Source: an optimization exercise on an open RTL-to-GDS flow (aim: small area). Production flows keep margins and buffers that such runs may drop.
The RTL was checked by simulation tests, not by an equivalence proof against the original design.
Power and IR drop assume default switching activity.

## design/flow/design.v

```verilog
typedef logic [8-1:0] DEFAULT_TYPE;
typedef logic [9-1:0] EXTEND_DEFAULT_TYPE;
typedef struct packed{
  DEFAULT_TYPE a;
  DEFAULT_TYPE sp;
  DEFAULT_TYPE flag;
} REGISTER_PACK_TYPE;
typedef enum logic [2:0] {
  RESET_STAGE
  , FETCH_OPERATION
  , DECODE
  , FETCH_IMMEDIATE
  , EXECUTE
  , WRITE_REGISTER
  , WRITE_MEMORY
} STAGE_TYPE;
typedef enum logic [1:0] {
  IDL_FETCH_OPERATION
  , BGN_FETCH_OPERATION
  , END_FETCH_OPERATION
} STAGE_FETCH_OPERATION_TYPE;
typedef enum logic [3:0] {
  IDL_FETCH_IMMEDIATE
  , BGN_FETCH_IMMEDIATE
  , END_FETCH_IMMEDIATE
  , WAIT_IMMEDIATE
  , LOAD_IMMEDIATE
  , WAIT_SRC_ADDR
  , LOAD_SRC_ADDR
  , WAIT_SRC
  , LOAD_SRC
  , WAIT_DST_ADDR
  , LOAD_DST_ADDR
  , WAIT_DST
  , LOAD_DST
} STAGE_FETCH_IMMEDIATE_TYPE;
typedef enum logic [4:0] {ADD, CMP, MOV, HLT, JMP, NOP, PUSH, POP, JO, JNO, JC, JNC, JZ, JNZ, JBE, JA, JS, JNS, JP, JNP, JL, JGE, JLE, JG} OPECODE_TYPE;
typedef enum logic [3:0] {
  REG_A
  , REG_SP
  , ADDRESS_REG_A
  , ADDRESS_REG_SP_PUSH
  , ADDRESS_REG_SP_POP
  , ADDRESS_REG_SP
  , ADDRESS_IMM
  , IMM
  , UNUSED
} OPERAND_TYPE;
typedef enum logic [3:0] {MEMORY_STAY, MEMORY_READ, MEMORY_WRITE} MEMORY_FLAG_TYPE;
typedef enum logic [1:0] {
  IDL_WRITE_MEMORY
  , BGN_WRITE_MEMORY
  , END_WRITE_MEMORY
} STAGE_WRITE_MEMORY_TYPE;
typedef struct packed{
  OPECODE_TYPE ope;
  OPERAND_TYPE src;
  OPERAND_TYPE dst;
} INSTRUCTION_PACK_TYPE;
module cpu( 
  input logic CLOCK
  , input logic RESET
  , input  logic [8-1:0] read_bus
  , output logic [3:0]          ctrl_bus
  , output logic [8-1:0] addr_bus
  , output logic [8-1:0] write_bus
  , output logic [8-1:0] OUT
);
  STAGE_TYPE stage;
  STAGE_FETCH_OPERATION_TYPE stage_fetch_operation;
  STAGE_FETCH_IMMEDIATE_TYPE stage_fetch_immediate;
  STAGE_WRITE_MEMORY_TYPE    stage_write_memory;
  DEFAULT_TYPE ip;
  DEFAULT_TYPE ope;
  INSTRUCTION_PACK_TYPE instruction;
  decoder decoder0(.*);
  REGISTER_PACK_TYPE register;
  DEFAULT_TYPE imm;
  DEFAULT_TYPE mem_src, imm_src_addr;
  DEFAULT_TYPE mem_dst, imm_dst_addr;
  DEFAULT_TYPE addr_immediate;
  DEFAULT_TYPE next_ip_immediate;
  DEFAULT_TYPE src;
  decoder_src decoder_src0(.*);
  DEFAULT_TYPE original_dst;
  update_original_dst update_original_dst0(.*);
  DEFAULT_TYPE dst, dst_register_flag;;
  alu alu0(.*);
  update_register_value update_register_value0(.*);
  DEFAULT_TYPE jmp;
  jmp_addr_bus jmp_addr_bus0(.*);
  DEFAULT_TYPE addr_write;
  MEMORY_FLAG_TYPE ctrl_bus_write;
  update_memory_write update_memory_write0(.*,
    .addr(addr_write),
    .ctrl_bus(ctrl_bus_write)
  );
  update_memory_addr_bus update_memory_addr_bus0(.*);
  update_memory_flag update_memory_flag0(.*);
  update_stage update_stage0(.*);
  DEFAULT_TYPE next_ip_operation;
  update_stage_fetch_operation update_stage_fetch_operation0(.*, .next_ip(next_ip_operation));
  update_ip  update_ip0(.*);
  update_stage_fetch_immediate update_stage_fetch_immediate0(.*,
    .next_ip(next_ip_immediate),
    .addr(addr_immediate)
  );
  assign OUT = register.a;
  logic flag_carry, flag_zero, flag_sign, flag_overflow, flag_underflow;
  assign flag_carry     = register.flag[0];
  assign flag_zero      = register.flag[1];
  assign flag_sign      = register.flag[2];
  assign flag_overflow  = register.flag[3];
  assign flag_underflow = register.flag[4];
endmodule 
module decoder( 
  input    logic        CLOCK
  , input  logic        RESET
  , input  STAGE_TYPE   stage
  , input  DEFAULT_TYPE ope
  , output INSTRUCTION_PACK_TYPE instruction
);
  INSTRUCTION_PACK_TYPE next_instruction;
  always_comb begin
    case (stage)
      DECODE: casez (ope)
        8'b00_???_???: next_instruction.ope = MOV;
        8'b01_???_???: next_instruction.ope = ADD;
        8'b10_???_???: next_instruction.ope = CMP;
        8'b11_000_???: next_instruction.ope = PUSH;
        8'b11_001_???: next_instruction.ope = POP;
        8'b11_010_000: next_instruction.ope = JMP;
        8'b11_100_000: next_instruction.ope = JO;
        8'b11_100_001: next_instruction.ope = JNO;
        8'b11_100_010: next_instruction.ope = JC;
        8'b11_100_011: next_instruction.ope = JNC;
        8'b11_100_100: next_instruction.ope = JZ;
        8'b11_100_101: next_instruction.ope = JNZ;
        8'b11_100_110: next_instruction.ope = JBE;
        8'b11_100_111: next_instruction.ope = JA;
        8'b11_101_000: next_instruction.ope = JS;
        8'b11_101_001: next_instruction.ope = JNS;
        8'b11_101_010: next_instruction.ope = JP;
        8'b11_101_011: next_instruction.ope = JNP;
        8'b11_101_100: next_instruction.ope = JL;
        8'b11_101_101: next_instruction.ope = JGE;
        8'b11_101_110: next_instruction.ope = JLE;
        8'b11_101_111: next_instruction.ope = JG;
        8'b11_111_110: next_instruction.ope = NOP;
        8'b11_111_111: next_instruction.ope = HLT;
        default:              next_instruction.ope = HLT;
      endcase
      default:                next_instruction.ope = instruction.ope;
    endcase
  end
  always_comb begin
    case (stage)
      DECODE: casez (ope)
        8'b0?_000_???: next_instruction.dst = REG_A;
        8'b0?_001_???: next_instruction.dst = ADDRESS_REG_A;
        8'b0?_010_???: next_instruction.dst = ADDRESS_IMM;
        8'b0?_011_???: next_instruction.dst = IMM;
        8'b0?_100_???: next_instruction.dst = REG_SP;
        8'b0?_101_???: next_instruction.dst = ADDRESS_REG_SP;
        8'b0?_110_???: next_instruction.dst = ADDRESS_IMM;
        8'b0?_111_???: next_instruction.dst = IMM;
        8'b10_000_???: next_instruction.dst = REG_A;
        8'b10_001_???: next_instruction.dst = ADDRESS_REG_A;
        8'b10_010_???: next_instruction.dst = ADDRESS_IMM;
        8'b10_011_???: next_instruction.dst = IMM;
        8'b10_100_???: next_instruction.dst = REG_SP;
        8'b10_101_???: next_instruction.dst = ADDRESS_REG_SP;
        8'b10_110_???: next_instruction.dst = ADDRESS_IMM;
        8'b10_111_???: next_instruction.dst = IMM;
        8'b11_000_???: next_instruction.dst = ADDRESS_REG_SP;
        8'b11_001_000: next_instruction.dst = REG_A;
        8'b11_001_001: next_instruction.dst = ADDRESS_REG_A;
        8'b11_001_010: next_instruction.dst = ADDRESS_IMM;
        8'b11_001_011: next_instruction.dst = IMM;
        8'b11_001_100: next_instruction.dst = REG_SP;
        8'b11_001_101: next_instruction.dst = ADDRESS_REG_SP;
        8'b11_001_110: next_instruction.dst = ADDRESS_IMM;
        8'b11_001_111: next_instruction.dst = IMM;
        default:              next_instruction.dst = UNUSED;
        endcase
      default:                next_instruction.dst = instruction.dst;
    endcase
  end
  always_comb begin
    case (stage)
      DECODE: casez (ope)
        8'b0?_???_000: next_instruction.src = REG_A;
        8'b0?_???_001: next_instruction.src = ADDRESS_REG_A;
        8'b0?_???_010: next_instruction.src = ADDRESS_IMM;
        8'b0?_???_011: next_instruction.src = IMM;  
        8'b0?_???_100: next_instruction.src = REG_SP;
        8'b0?_???_101: next_instruction.src = ADDRESS_REG_SP;
        8'b0?_???_110: next_instruction.src = ADDRESS_IMM;
        8'b0?_???_111: next_instruction.src = IMM;
        8'b10_???_000: next_instruction.src = REG_A;
        8'b10_???_001: next_instruction.src = ADDRESS_REG_A;
        8'b10_???_010: next_instruction.src = ADDRESS_IMM;
        8'b10_???_011: next_instruction.src = IMM;  
        8'b10_???_100: next_instruction.src = REG_SP;
        8'b10_???_101: next_instruction.src = ADDRESS_REG_SP;
        8'b10_???_110: next_instruction.src = ADDRESS_IMM;
        8'b10_???_111: next_instruction.src = IMM;
        8'b11_000_000: next_instruction.src = REG_A;
        8'b11_000_001: next_instruction.src = ADDRESS_REG_A;
        8'b11_000_010: next_instruction.src = ADDRESS_IMM;
        8'b11_000_011: next_instruction.src = IMM;
        8'b11_000_100: next_instruction.src = REG_SP;
        8'b11_000_101: next_instruction.src = ADDRESS_REG_SP;
        8'b11_000_110: next_instruction.src = ADDRESS_IMM;
        8'b11_000_111: next_instruction.src = IMM;
        8'b11_001_???: next_instruction.src = ADDRESS_REG_SP;
        8'b11_01?_???: next_instruction.src = IMM;
        8'b11_10?_???: next_instruction.src = IMM;
        default:              next_instruction.src = UNUSED;
        endcase
      default:                next_instruction.src = instruction.src;
    endcase
  end
  always_ff @(posedge CLOCK) begin
    if (RESET) begin
      instruction.ope <= NOP;
      instruction.src <= UNUSED;
      instruction.dst <= UNUSED;
    end else begin
      instruction.ope <= next_instruction.ope;
      instruction.src <= next_instruction.src;
      instruction.dst <= next_instruction.dst;
    end
  end
endmodule 
module decoder_src( 
  input INSTRUCTION_PACK_TYPE instruction
  , input REGISTER_PACK_TYPE register
  , input DEFAULT_TYPE imm
  , input DEFAULT_TYPE mem_src
  , output DEFAULT_TYPE src
);
  always_comb begin
    case (instruction.src)
      REG_A:               src = register.a;
      REG_SP:              src = register.sp;
      ADDRESS_REG_A:       src = mem_src;
      ADDRESS_REG_SP:      src = mem_src;
      ADDRESS_IMM:         src = mem_src;
      IMM:                 src = imm;
      default:             src = 8'd0;
    endcase
  end
endmodule 
module update_original_dst( 
  input    logic        CLOCK
  , input  logic        RESET
  , input INSTRUCTION_PACK_TYPE instruction
  , input  REGISTER_PACK_TYPE register
  , input  DEFAULT_TYPE imm
  , input  DEFAULT_TYPE mem_dst
  , output DEFAULT_TYPE original_dst
);
  DEFAULT_TYPE next_original_dst;
  always_comb begin
    case (instruction.dst)
      REG_A:               next_original_dst = register.a;
      REG_SP:              next_original_dst = register.sp;
      ADDRESS_REG_A:       next_original_dst = mem_dst;
      ADDRESS_REG_SP:      next_original_dst = mem_dst;
      ADDRESS_IMM:         next_original_dst = mem_dst;
      default:             next_original_dst = 8'd0;
    endcase
  end
  always_ff @(posedge CLOCK) begin
    if (RESET) original_dst <= 8'b0;
    else original_dst <= next_original_dst;
  end
endmodule 
module alu( 
  input    logic        CLOCK
  , input  logic        RESET
  , input  STAGE_TYPE   stage
  , input  INSTRUCTION_PACK_TYPE instruction
  , input  DEFAULT_TYPE src
  , input  DEFAULT_TYPE original_dst
  , output DEFAULT_TYPE dst
  , output DEFAULT_TYPE dst_register_flag
);
  EXTEND_DEFAULT_TYPE u_ex_src1, u_ex_src2, u_ex_inv2;
  EXTEND_DEFAULT_TYPE s_ex_src1, s_ex_src2, s_ex_inv2;
  assign u_ex_src1 = {1'b0, original_dst};
  assign u_ex_src2 = {1'b0, src};
  assign u_ex_inv2 = {1'b0, 8'(~(src) + 8'b1)};
  assign s_ex_src1 = {original_dst[8-1], original_dst};
  assign s_ex_src2 = {src[8-1], src};
  assign s_ex_inv2 = ~(s_ex_src2) + 9'b1;
  EXTEND_DEFAULT_TYPE u_ex_dst;
  always_comb begin
    case (instruction.ope)
      ADD:     u_ex_dst = u_ex_src1 + u_ex_src2;
      CMP:     u_ex_dst = u_ex_src1 + u_ex_inv2;
      MOV:     u_ex_dst = u_ex_src2;
      PUSH:    u_ex_dst = u_ex_src2;
      POP:     u_ex_dst = u_ex_src2;
      HLT:     u_ex_dst = u_ex_src1;
      default: u_ex_dst = u_ex_src1;
    endcase
  end
  EXTEND_DEFAULT_TYPE s_ex_dst;
  always_comb begin
    case (instruction.ope)
      ADD:     s_ex_dst = s_ex_src1 + s_ex_src2;
      CMP:     s_ex_dst = s_ex_src1 + s_ex_inv2;
      MOV:     s_ex_dst = s_ex_src2;
      PUSH:    s_ex_dst = s_ex_src2;
      POP:     s_ex_dst = s_ex_src2;
      HLT:     s_ex_dst = s_ex_src1;
      default: s_ex_dst = s_ex_src1;
    endcase
  end
  logic carry, zero, sign, overflow, underflow;
  assign carry     = u_ex_dst[9-1];
  assign zero      = ~(|(u_ex_dst[8-1:0]));
  assign sign      = u_ex_dst[8-1];
  assign overflow  = ((s_ex_dst[9-1] == 1'b0) & (s_ex_dst[8-1] == 1'b1)) ? 1'b1 : 1'b0;
  assign underflow = ((s_ex_dst[9-1] == 1'b1) & (s_ex_dst[8-1] == 1'b0)) ? 1'b1 : 1'b0;
  DEFAULT_TYPE flag;
  assign flag = {1'b0, 1'b0, 1'b0, underflow, overflow, sign, zero, carry};
  DEFAULT_TYPE next_dst;
  always_comb begin
    case (stage)
      EXECUTE: case (instruction.ope)
        CMP:     next_dst = dst;
        default: next_dst = u_ex_dst[8-1:0];
      endcase
      default:   next_dst = dst;
    endcase
  end
  DEFAULT_TYPE next_flag;
  always_comb begin
    case (stage)
      EXECUTE: case (instruction.ope)
        ADD:     next_flag = flag;
        CMP:     next_flag = flag;
        default: next_flag = dst_register_flag;
      endcase
      default:   next_flag = dst_register_flag;
    endcase
  end
  always_ff @(posedge CLOCK) begin
    if (RESET) dst <= 8'd0;
    else dst <= next_dst;
    if (RESET) dst_register_flag <= 8'd0;
    else dst_register_flag <= next_flag;
  end
endmodule 
module jmp_addr_bus( 
  input INSTRUCTION_PACK_TYPE instruction
  , input DEFAULT_TYPE imm
  , input REGISTER_PACK_TYPE register
  , output DEFAULT_TYPE jmp
);
  logic cf, zf, sf, of;
  assign cf = register.flag[0];
  assign zf = register.flag[1];
  assign sf = register.flag[2];
  assign of = register.flag[3];
  always_comb begin
    case (instruction.ope)
      JMP:     jmp = imm;
      JO:      jmp = (of == 1'b1)                   ? imm : 8'd0;
      JNO:     jmp = (of == 1'b0)                   ? imm : 8'd0;
      JC:      jmp = (cf == 1'b1)                   ? imm : 8'd0;
      JNC:     jmp = (cf == 1'b0)                   ? imm : 8'd0;
      JZ:      jmp = (zf == 1'b1)                   ? imm : 8'd0;
      JNZ:     jmp = (zf == 1'b0)                   ? imm : 8'd0;
      JBE:     jmp = ((cf == 1'b1) | (zf == 1'b1))  ? imm : 8'd0;
      JA:      jmp = ((cf == 1'b0) & (zf == 1'b0))  ? imm : 8'd0;
      JS:      jmp = (sf == 1'b1)                   ? imm : 8'd0;
      JNS:     jmp = (sf == 1'b0)                   ? imm : 8'd0;
      JP:      jmp = imm;  
      JNP:     jmp = imm;  
      JL:      jmp = (sf != of)                     ? imm : 8'd0;
      JGE:     jmp = (sf == of)                     ? imm : 8'd0;
      JLE:     jmp = ((zf == 1'b1) | (sf != of))    ? imm : 8'd0;
      JG:      jmp = ((zf != 1'b1) & (sf == of))    ? imm : 8'd0;
      default: jmp = 8'd0;
    endcase
  end
endmodule 
module update_stage( 
  input    logic CLOCK
  , input  logic RESET
  , input STAGE_FETCH_OPERATION_TYPE stage_fetch_operation
  , input STAGE_FETCH_IMMEDIATE_TYPE stage_fetch_immediate
  , input STAGE_WRITE_MEMORY_TYPE    stage_write_memory
  , input INSTRUCTION_PACK_TYPE instruction
  , output STAGE_TYPE stage
);
  STAGE_TYPE next_stage;
  always_comb begin
    case (stage)
      RESET_STAGE: next_stage = FETCH_OPERATION;
      FETCH_OPERATION: case (stage_fetch_operation)
        END_FETCH_OPERATION: next_stage = DECODE;
        default:             next_stage = FETCH_OPERATION;
      endcase
      DECODE: next_stage = FETCH_IMMEDIATE;
      FETCH_IMMEDIATE: case (stage_fetch_immediate)
        END_FETCH_IMMEDIATE: next_stage = EXECUTE;
        default:             next_stage = FETCH_IMMEDIATE;
      endcase
      EXECUTE: next_stage = WRITE_REGISTER;
      WRITE_REGISTER: case (instruction.dst)
        ADDRESS_IMM:         next_stage = WRITE_MEMORY;
        ADDRESS_REG_SP:      next_stage = WRITE_MEMORY;
        default:             next_stage = FETCH_OPERATION;
      endcase
      WRITE_MEMORY: case (stage_write_memory)
        END_WRITE_MEMORY:    next_stage = FETCH_OPERATION;
        default:             next_stage = WRITE_MEMORY;
      endcase
      default: next_stage = FETCH_OPERATION;
    endcase
  end
  always_ff @(posedge CLOCK) begin
    if (RESET) stage <= RESET_STAGE;
    else stage <= next_stage;
  end
endmodule 
module update_register_value( 
  input    logic        CLOCK
  , input  logic        RESET
  , input  STAGE_TYPE   stage
  , input  INSTRUCTION_PACK_TYPE instruction
  , input  DEFAULT_TYPE dst
  , output REGISTER_PACK_TYPE register
  , input  DEFAULT_TYPE dst_register_flag
);
  REGISTER_PACK_TYPE next_register;
  always_comb begin
    if ((stage == WRITE_REGISTER) & (instruction.dst == REG_A )) next_register.a  = dst;
    else next_register.a = register.a;
  end
  always_comb begin
    if (stage == WRITE_REGISTER) begin
      if (instruction.dst == REG_SP)    next_register.sp = dst;
      else if (instruction.ope == PUSH) next_register.sp = register.sp-8'd1;
      else if (instruction.ope == POP)  next_register.sp = register.sp+8'd1;
      else next_register.sp = register.sp;
    end else next_register.sp = register.sp;
  end
  always_comb begin
    if (stage == WRITE_REGISTER) next_register.flag = dst_register_flag;
    else next_register.flag = register.flag;
  end
  always_ff @(posedge CLOCK) begin
    if (RESET) register.a <= 8'd0;
    else              register.a <= next_register.a;
    if (RESET) register.sp <= 8'd128;
    else              register.sp <= next_register.sp;
    if (RESET) register.flag <= 8'd128;
    else              register.flag <= next_register.flag;
  end
endmodule 
module update_ip( 
  input    logic        CLOCK
  , input  logic        RESET
  , input  STAGE_TYPE   stage
  , input INSTRUCTION_PACK_TYPE instruction
  , input  DEFAULT_TYPE next_ip_operation
  , input  DEFAULT_TYPE next_ip_immediate
  , input  DEFAULT_TYPE jmp
  , output DEFAULT_TYPE ip
);
  DEFAULT_TYPE next_ip;
  always_comb begin
    if (instruction.ope == HLT) next_ip = ip;
    else case (stage)
      FETCH_OPERATION: next_ip = next_ip_operation;
      FETCH_IMMEDIATE: next_ip = next_ip_immediate;
      EXECUTE:         next_ip = ip + jmp;
      default:         next_ip = ip;
    endcase
  end
  always_ff @(posedge CLOCK) begin
    if (RESET) ip <= 8'b0;
    else ip <= next_ip;
  end
endmodule 
module update_memory_addr_bus( 
  input    STAGE_TYPE   stage
  , input  DEFAULT_TYPE ip
  , input  DEFAULT_TYPE addr_immediate
  , input  DEFAULT_TYPE addr_write
  , output DEFAULT_TYPE addr_bus
);
  always_comb begin
    case (stage)
      FETCH_OPERATION: addr_bus = ip;
      FETCH_IMMEDIATE: addr_bus = addr_immediate;
      WRITE_MEMORY:    addr_bus = addr_write;
      default:         addr_bus = 8'd0;
    endcase
  end
endmodule 
module update_memory_write( 
  input    logic        CLOCK
  , input  logic        RESET
  , input  REGISTER_PACK_TYPE register
  , input  DEFAULT_TYPE imm_dst_addr
  , output DEFAULT_TYPE addr
  , input  STAGE_TYPE   stage
  , input INSTRUCTION_PACK_TYPE instruction
  , input  DEFAULT_TYPE dst
  , output DEFAULT_TYPE write_bus
  , output STAGE_WRITE_MEMORY_TYPE stage_write_memory
  , output MEMORY_FLAG_TYPE ctrl_bus
);
  STAGE_WRITE_MEMORY_TYPE next_stage_write_memory;
  always_comb begin
    case (stage)
      WRITE_MEMORY: begin
        case (stage_write_memory)
          BGN_WRITE_MEMORY: next_stage_write_memory = END_WRITE_MEMORY;
          END_WRITE_MEMORY: next_stage_write_memory = IDL_WRITE_MEMORY;
          IDL_WRITE_MEMORY: next_stage_write_memory = BGN_WRITE_MEMORY;
          default:          next_stage_write_memory = IDL_WRITE_MEMORY;
        endcase
      end
      default: next_stage_write_memory = IDL_WRITE_MEMORY;
    endcase
  end
  always_comb begin
    case (stage)
      WRITE_MEMORY: case(stage_write_memory)
        BGN_WRITE_MEMORY: ctrl_bus = MEMORY_WRITE;
        END_WRITE_MEMORY: ctrl_bus = MEMORY_WRITE;
        IDL_WRITE_MEMORY: ctrl_bus = MEMORY_STAY;
        default:          ctrl_bus = MEMORY_STAY;
      endcase
      default:            ctrl_bus = MEMORY_STAY;
    endcase
  end
  always_comb begin
    case (stage)
      WRITE_MEMORY: case (instruction.dst)
        ADDRESS_REG_A:  addr = register.a;
        ADDRESS_REG_SP: addr = register.sp;
        ADDRESS_IMM:    addr = imm_dst_addr;
        default:        addr = 8'd0;
      endcase
      default:          addr = 8'd0;
    endcase
  end
  DEFAULT_TYPE next_write_bus;
  always_comb begin
    case (stage)
      WRITE_MEMORY: case (instruction.dst)
        REG_A:          next_write_bus = write_bus;
        REG_SP:         next_write_bus = write_bus;
        ADDRESS_REG_A:  next_write_bus = dst;
        ADDRESS_REG_SP: next_write_bus = dst;
        ADDRESS_IMM:    next_write_bus = dst;
        default:        next_write_bus = write_bus;
      endcase
      default:         next_write_bus = write_bus;
    endcase
  end
  always_ff @(posedge CLOCK) begin
    if (RESET) begin
      stage_write_memory <= IDL_WRITE_MEMORY;
      write_bus <= 8'b0;
    end else begin
      stage_write_memory <= next_stage_write_memory;
      write_bus <= next_write_bus;
    end
  end
endmodule 
module update_memory_flag( 
  input    STAGE_TYPE       stage
  , input  MEMORY_FLAG_TYPE ctrl_bus_write
  , output MEMORY_FLAG_TYPE ctrl_bus
);
  always_comb begin
    case (stage)
      FETCH_OPERATION: ctrl_bus = MEMORY_READ;
      FETCH_IMMEDIATE: ctrl_bus = MEMORY_READ;
      WRITE_MEMORY:    ctrl_bus = ctrl_bus_write;
      default:         ctrl_bus = MEMORY_STAY;
    endcase
  end
endmodule 
module update_stage_fetch_operation( 
  input logic CLOCK
  , input logic RESET
  , input STAGE_TYPE stage
  , input  DEFAULT_TYPE read_bus
  , input  DEFAULT_TYPE ip
  , output STAGE_FETCH_OPERATION_TYPE stage_fetch_operation
  , output DEFAULT_TYPE next_ip
  , output DEFAULT_TYPE ope
);
  STAGE_FETCH_OPERATION_TYPE next_stage_fetch_operation;
  always_comb begin
    case (stage)
      FETCH_OPERATION: begin
        case (stage_fetch_operation)
          BGN_FETCH_OPERATION: next_stage_fetch_operation = END_FETCH_OPERATION;
          END_FETCH_OPERATION: next_stage_fetch_operation = IDL_FETCH_OPERATION;
          IDL_FETCH_OPERATION: next_stage_fetch_operation = BGN_FETCH_OPERATION;
          default:             next_stage_fetch_operation = IDL_FETCH_OPERATION;
        endcase
      end
      default: next_stage_fetch_operation = IDL_FETCH_OPERATION;
    endcase
  end
  DEFAULT_TYPE next_ope;
  always_comb begin
    case (stage)
      FETCH_OPERATION: begin
        case (stage_fetch_operation)
          BGN_FETCH_OPERATION: begin
            next_ope = read_bus;
            next_ip  = ip;
          end
          END_FETCH_OPERATION: begin
            next_ope = ope;
            next_ip  = ip + 8'd1;
          end
          default: begin
            next_ope = ope;
            next_ip  = ip;
          end
        endcase
      end
      default: begin
        next_ope = ope;
        next_ip  = ip;
      end
    endcase
  end
  always_ff @(posedge CLOCK) begin
    if (RESET) begin
      stage_fetch_operation <= IDL_FETCH_OPERATION;
      ope <= 8'b11111110;
    end else begin
      stage_fetch_operation <= next_stage_fetch_operation;
      ope <= next_ope;
    end
  end
endmodule 
module update_stage_fetch_immediate( 
  input logic CLOCK
  , input logic RESET
  , input STAGE_TYPE stage
  , input  DEFAULT_TYPE read_bus
  , input  DEFAULT_TYPE ip
  , input  REGISTER_PACK_TYPE register
  , input  INSTRUCTION_PACK_TYPE instruction
  , output STAGE_FETCH_IMMEDIATE_TYPE stage_fetch_immediate
  , output DEFAULT_TYPE next_ip
  , output DEFAULT_TYPE imm
  , output DEFAULT_TYPE mem_src
  , output DEFAULT_TYPE imm_src_addr
  , output DEFAULT_TYPE mem_dst
  , output DEFAULT_TYPE imm_dst_addr
  , output DEFAULT_TYPE addr
);
  STAGE_FETCH_IMMEDIATE_TYPE next_stage_fetch_immediate;
  always_comb begin
    case (stage)
      FETCH_IMMEDIATE: case (stage_fetch_immediate)
        BGN_FETCH_IMMEDIATE: begin
          if (instruction.src == IMM)            next_stage_fetch_immediate = WAIT_IMMEDIATE;
          else if     (instruction.src == ADDRESS_IMM)    next_stage_fetch_immediate = WAIT_SRC_ADDR;
          else if     (instruction.src == ADDRESS_REG_A)  next_stage_fetch_immediate = WAIT_SRC;
          else if     (instruction.src == ADDRESS_REG_SP) next_stage_fetch_immediate = WAIT_SRC;
          else if     (instruction.dst == ADDRESS_IMM)    next_stage_fetch_immediate = WAIT_DST_ADDR;
          else if     (instruction.dst == ADDRESS_REG_A)  next_stage_fetch_immediate = WAIT_DST;
          else if     (instruction.dst == ADDRESS_REG_SP) next_stage_fetch_immediate = WAIT_DST;
          else                                            next_stage_fetch_immediate = END_FETCH_IMMEDIATE;
        end
        LOAD_IMMEDIATE: begin
          if (instruction.dst == ADDRESS_IMM)    next_stage_fetch_immediate = WAIT_DST_ADDR;
          else if     (instruction.dst == ADDRESS_REG_A)  next_stage_fetch_immediate = WAIT_DST;
          else if     (instruction.dst == ADDRESS_REG_SP) next_stage_fetch_immediate = WAIT_DST;
          else                                            next_stage_fetch_immediate = END_FETCH_IMMEDIATE;
        end
        LOAD_SRC_ADDR: next_stage_fetch_immediate = WAIT_SRC;
        LOAD_SRC: begin
          if (instruction.dst == ADDRESS_IMM)    next_stage_fetch_immediate = WAIT_DST_ADDR;
          else if     (instruction.dst == ADDRESS_REG_A)  next_stage_fetch_immediate = WAIT_DST;
          else if     (instruction.dst == ADDRESS_REG_SP) next_stage_fetch_immediate = WAIT_DST;
          else                                            next_stage_fetch_immediate = END_FETCH_IMMEDIATE;
        end
        LOAD_DST_ADDR: next_stage_fetch_immediate = WAIT_DST;
        LOAD_DST: next_stage_fetch_immediate = END_FETCH_IMMEDIATE;
        WAIT_IMMEDIATE: next_stage_fetch_immediate = LOAD_IMMEDIATE;
        WAIT_SRC_ADDR:  next_stage_fetch_immediate = LOAD_SRC_ADDR;
        WAIT_SRC:       next_stage_fetch_immediate = LOAD_SRC;
        WAIT_DST_ADDR:  next_stage_fetch_immediate = LOAD_DST_ADDR;
        WAIT_DST:       next_stage_fetch_immediate = LOAD_DST;
        END_FETCH_IMMEDIATE: next_stage_fetch_immediate = IDL_FETCH_IMMEDIATE;
        IDL_FETCH_IMMEDIATE: next_stage_fetch_immediate = BGN_FETCH_IMMEDIATE;
        default:             next_stage_fetch_immediate = IDL_FETCH_IMMEDIATE;
      endcase
      default: next_stage_fetch_immediate = IDL_FETCH_IMMEDIATE;
    endcase
  end
  DEFAULT_TYPE next_imm;
  DEFAULT_TYPE next_mem_src;
  DEFAULT_TYPE next_mem_dst;
  DEFAULT_TYPE next_imm_src_addr;
  DEFAULT_TYPE next_imm_dst_addr;
  always_comb begin
    case (stage)
      FETCH_IMMEDIATE: case (stage_fetch_immediate)
        LOAD_IMMEDIATE: begin
          next_ip           = ip + 8'd1;
          next_imm          = read_bus;
          next_imm_src_addr = imm_src_addr;
          next_mem_src      = mem_src;
          next_imm_dst_addr = imm_dst_addr;
          next_mem_dst      = mem_dst;
        end
        LOAD_SRC_ADDR: begin
          next_ip           = ip + 8'd1;
          next_imm          = imm;
          next_imm_src_addr = read_bus;
          next_mem_src      = mem_src;
          next_imm_dst_addr = imm_dst_addr;
          next_mem_dst      = mem_dst;
        end
        LOAD_SRC: begin
          next_ip           = ip;
          next_imm          = imm;
          next_imm_src_addr = imm_src_addr;
          next_mem_src      = read_bus;
          next_imm_dst_addr = imm_dst_addr;
          next_mem_dst      = mem_dst;
        end
        LOAD_DST_ADDR: begin
          next_ip           = ip + 8'd1;
          next_imm          = imm;
          next_imm_src_addr = imm_src_addr;
          next_mem_src      = mem_src;
          next_imm_dst_addr = read_bus;
          next_mem_dst      = mem_dst;
        end
        LOAD_DST: begin
          next_ip           = ip;
          next_imm          = imm;
          next_imm_src_addr = imm_src_addr;
          next_mem_src      = mem_src;
          next_imm_dst_addr = imm_dst_addr;
          next_mem_dst      = read_bus;
        end
        default: begin
          next_ip           = ip;
          next_imm          = imm;
          next_imm_src_addr = imm_src_addr;
          next_mem_src      = mem_src;
          next_imm_dst_addr = imm_dst_addr;
          next_mem_dst      = mem_dst;
        end
      endcase
      default: begin
        next_ip           = ip;
        next_imm          = imm;
        next_imm_src_addr = imm_src_addr;
        next_mem_src      = mem_src;
        next_imm_dst_addr = imm_dst_addr;
        next_mem_dst      = mem_dst;
      end
    endcase
  end
  always_comb begin
    case (stage)
      FETCH_IMMEDIATE: begin
        case (stage_fetch_immediate)
          WAIT_IMMEDIATE, LOAD_IMMEDIATE:  addr = ip;
          WAIT_SRC_ADDR,  LOAD_SRC_ADDR:   addr = ip;
          WAIT_DST_ADDR,  LOAD_DST_ADDR:   addr = ip;
          WAIT_SRC, LOAD_SRC: case (instruction.src)
            ADDRESS_REG_A:       addr = register.a;
            ADDRESS_REG_SP:      addr = register.sp;
            ADDRESS_IMM:         addr = imm_src_addr;
            default:             addr = 8'd0;
          endcase
          WAIT_DST, LOAD_DST: case (instruction.dst)
            ADDRESS_REG_A:  addr = register.a;
            ADDRESS_REG_SP: addr = register.sp;
            ADDRESS_IMM:    addr = imm_dst_addr;
            default:        addr = 8'd0;
          endcase
          default:          addr = 8'd0;
        endcase
      end
      default:              addr = 8'd0;
    endcase
  end
  always_ff @(posedge CLOCK) begin
    if (RESET) begin
      stage_fetch_immediate <= IDL_FETCH_IMMEDIATE;
      imm          <= 8'd0;
      imm_src_addr <= 8'd0;
      mem_src      <= 8'd0;
      imm_dst_addr <= 8'd0;
      mem_dst      <= 8'd0;
    end else begin
      stage_fetch_immediate <= next_stage_fetch_immediate;
      imm          <= next_imm;
      imm_src_addr <= next_imm_src_addr;
      mem_src      <= next_mem_src;
      imm_dst_addr <= next_imm_dst_addr;
      mem_dst      <= next_mem_dst;
    end
  end
endmodule 
```

## design/flow/constraint.sdc

```tcl
create_clock -name core_clock -period 5.0 [get_ports {CLOCK}]
set_input_delay 1.0000 -clock core_clock [delete_from_list [all_inputs] [get_ports {CLOCK}]]
set_output_delay 1.0000 -clock core_clock [all_outputs]
set_load 0.01 [all_outputs]
```

## design/flow/run.sh

```bash
#!/bin/bash
# synth_recipe.tcl (not shown) runs the flow's synth.tcl, then flattens the netlist and writes it again
# the make line also repeats each setting of config.mk as NAME=value (left out here)
make -C /OpenROAD-flow-scripts/flow DESIGN_CONFIG=/design/flow/config.mk WORK_HOME=/design/flow/orfs CLKGATE_MAP_FILE= SYNTH_SCRIPT=/design/flow/synth_recipe.tcl finish
```

## design/flow/config.mk

```make
export PLATFORM = sky130hd
export DESIGN_NAME = cpu
export DESIGN_NICKNAME = cpu
export VERILOG_FILES = /design/flow/design.v
export SDC_FILE = /design/flow/constraint.sdc
export NUM_CORES = 4
export LEC_CHECK = 0
export CAP_MARGIN = 20
export CORE_MARGIN = 2
export CORE_UTILIZATION = 40
export SLEW_MARGIN = 20
```

==> results.txt <==
-- flip-flops by register name, summed over array words and instances (netlist names) --
signal                                               cells
update_stage_fetch_immediate0.stage_fetch_immediate      4
update_stage0.stage                                      3
update_stage_fetch_immediate0.mem_dst                    8
alu0.dst_register_flag                                   4
update_stage_fetch_immediate0.mem_src                    8
update_original_dst0.original_dst                        8
update_stage_fetch_operation0.ope                        8
update_memory_write0.stage_write_memory                  2
decoder0.instruction                                    13
update_stage_fetch_immediate0.imm_dst_addr               8
update_ip0.ip                                            8
update_stage_fetch_immediate0.imm_src_addr               8
update_register_value0.register                         20
update_stage_fetch_immediate0.imm                        8
update_memory_write0.write_bus                           8
update_stage_fetch_operation0.stage_fetch_operation      2
alu0.dst                                                 8
-- placed cells by master (no fill, tap or decap), types with 8 or more instances in the layout --
cell type	instances
clkdlybuf4s50_1	34
clkbuf_16	17
a211oi_1	16
dfxtp_1	128
a21oi_1	71
mux2i_1	69
and3_1	9
nor3b_1	8
o211ai_1	9
nor3_1	17
inv_1	42
nand2_1	82
nor2_1	146
ha_1	41
nand2b_1	16
a31oi_1	12
mux2_2	11
nand3_1	26
a22oi_1	24
nor2b_1	16
o22ai_1	11
o21ai_0	49
xnor2_1	15
buf_4	14
-- layer usage --
| metal | GRT usage (%) | wire (um) |
|---|---|---|
| met1 | 31.1 | 11300 |
| met5 | 0 | 0 |
| met4 | 7.45 | 529 |
| met3 | 3.86 | 1240 |
| met2 | 37.0 | 11100 |
-- worst max-delay path: stages, from the launching register on --
cell	delay (ps)
dfxtp_1	680
nand3b_1	160
a21oi_1	260
buf_4	220
and3_1	370
a22oi_1	170
o22ai_1	200
clkdlybuf4s50_1	570
-- report_power, final --
group / leakage, nW / switching [mW] / internal (mW) / total (mW)
registers: 1.03 / 0.0100 / 1.03 / 1.04
logic: 2.11 / 0.0555 / 0.0243 / 0.0798
clock network: 0.289 / 0.495 / 0.797 / 1.29
-- logic make-up after synthesis --
family	count (synthesis)	synth area share (%)
DFF	128	32.0
buffers and inverters	113	6.03
other	1	0.0468
and+or+nand+nor	369	21.7
xor gates and xnor gates	20	2.19
muxes	81	10.3
AOI/OAI and AO/OA	254	20.5
adders and majority gates	44	7.16
-- stage by stage --
step                      hold WS [ps]  util (%)  total power, mW  std cells  cell area, sq um
final                              456      46.5             2.41       1286              9070
after global routing               486      46.5             2.48       1286              9070
after CTS                          461      46.5             2.42       1286              9070
after detailed placement           457      43.4             1.14       1254              8470
after global placement             446      43.4             1.14       1254              8470
after floorplan                    427         -             1.10       1011              8010
-- layout make-up --
cell class | count | area share, %
inverter | 43 | 1.78
timing repair buffer | 48 | 4.91
multi-input combinational | 770 | 54.7
sequential | 128 | 28.2
clock inverter | 13 | 1.79
clock buffer | 19 | 4.88
tap | 265 | 3.65
-- path summary, 6_finish.rpt --
check                                                             from                                         endpoint  slack [ps]
worst max-delay path              decoder0.instruction[4]$_SDFFE_PP0P_                                      addr_bus[7]         950
worst min-delay path            alu0.dst_register_flag[3]$_SDFFE_PP0P_  update_register_value0.register[3]$_SDFFE_PP0P_         460
worst max register to register    decoder0.instruction[8]$_SDFFE_PP1P_                    update_ip0.ip[7]$_SDFFE_PP0P_        1000
worst min register to register  alu0.dst_register_flag[3]$_SDFFE_PP0P_  update_register_value0.register[3]$_SDFFE_PP0P_         460
==> results.toml <==
[worst_setup_path]
worstSetupPathType = "flip-flop to output port"
cp_max_fo = 18
rr_worst_depth = 14
arrival_ps = 3050
required_ps = 4000
endpoint_kind = "output port"
start_kind = "flip-flop"

[synthesis]
ys_top_cells_by_count = "nor2_1 (146), dfxtp_1 (128), nand2_1 (82), a21oi_1 (71), mux2i_1 (69)"
async_flop_share_pct = 0
yosysUniqueCellTypes = 66
avgSynthCellArea_sq_um = 7.93
yosysWarnings = 13
synth_edf_count = 0
ys_seq_area_share_pct = 32.0
yosys.area.top_type = "dfxtp_1"
ys_ff_latch = 128
syn_inst = 1010
synthFlopType = "dfxtp_1"
synthTopCellsByArea = "dfxtp_1 (32%), mux2i_1 (8.6%), nor2_1 (6.8%)"
synthesis.area_sq_mm = 0.00801
synth_top_area_share_pct = 32.0
synth.most_common_cell = "nor2_1"

[cts]
htree_levels = 4
ctsResizeCount = 0
cts_hold_buf = 0
cts.path.max_buffers = 2
root_buffer = "clkbuf_16"
cts_tree = "done"
numCtsBuffers = 17
cts_setup_buffers = 0
path_clk_slew_ps = 60
clkLatencyLatePin_ps = 430
cts_sinks = 128

[timing]
setup_viol = 0
hold_violations = 0
slew-limit-headroom_pct = 27.4
layout_setup_ws_ps = 946
layout_worst_path_cycle_share_pct = 81.1
tightest_slew_ps = 1080
report.final.slew_viol_count = 0
fmaxAchievable_mhz = 247
setup_tns_ps = 0
finClkSkew_ps = 4.75
rsz0062_at_grt = "false"
fin_crit_ps = 4050

[cells_and_area]
n_fill_cell = 2026
drive_above_1_share_pct = 6.76
multi_input_area_sq_mm = 0.00497
area_growth_syn_to_layout_pct = 13.3
diodes = 0
nNetsFinal = 1062
ff_latch_area_sq_mm = 0.00256

[power]
peakVddDrop_mv = 0.205
leakage_nw = 3.44
power-per-cell-area_mw_per_mm2 = 265

[drt]
routed_via_density = 5.70
first_iter_violations = 559
first_pass_iters = 8
drc = 0
vias = 7334
wl_mm = 24.2
routedWlPerCell_um = 18.8
antenna_left = 0

[global_route]
grt_pass1_vias = 6679
track_usage_pct = 22.9
grt_pass1_wl_mm = 38.1
grt_overflow = 0
antenna_found_initial = 0
grt_max_degree = 78

[place]
portBuffers = 35
place_hpwl_mm = 17.7
pre_cts_ws_ps = 1070
place.gp.congestion = 0.949

[floorplanning]
core_area_sq_mm = 0.0195
dieArea_sq_mm = 0.0212
io_pins = 38
row_count = 51
fp.dieW_um = 146
initial_utilization_pct = 41.0
dieHeight_um = 146

[min_path]
hold_path_class = "flip-flop to flip-flop"
min_path_cells = 2

[run]
maxCapViolCount = 0

[run_status]
status = "complete, no violations"

==> separate check: timing with driven ports <==
No port has a modelled driver above. Below, the same layout with a new extraction and two added sets of constraints.
Step 1, drivers: a clkbuf_16 drives CLOCK and a buf_2 each remaining input, both assumed.
Step 2 moves the port delays by t, midway between the first and last clock arrival at a register: inputs arrive t later, outputs are due t later. That takes back most of the time a late clock gives input paths.
a / b / c = no drivers / after step 1 / after step 2; a / b = the first two.
shift t [ns]: 0.475
setup WS [ns]: 0.946 / 0.900 / 1.000
worst slew at a driven data input, ns: 0.03
After both steps setup and hold are still met in this run. For this run, drivers alone change the setup slack by -0.046 ns; drivers and shift together by +0.054 ns.
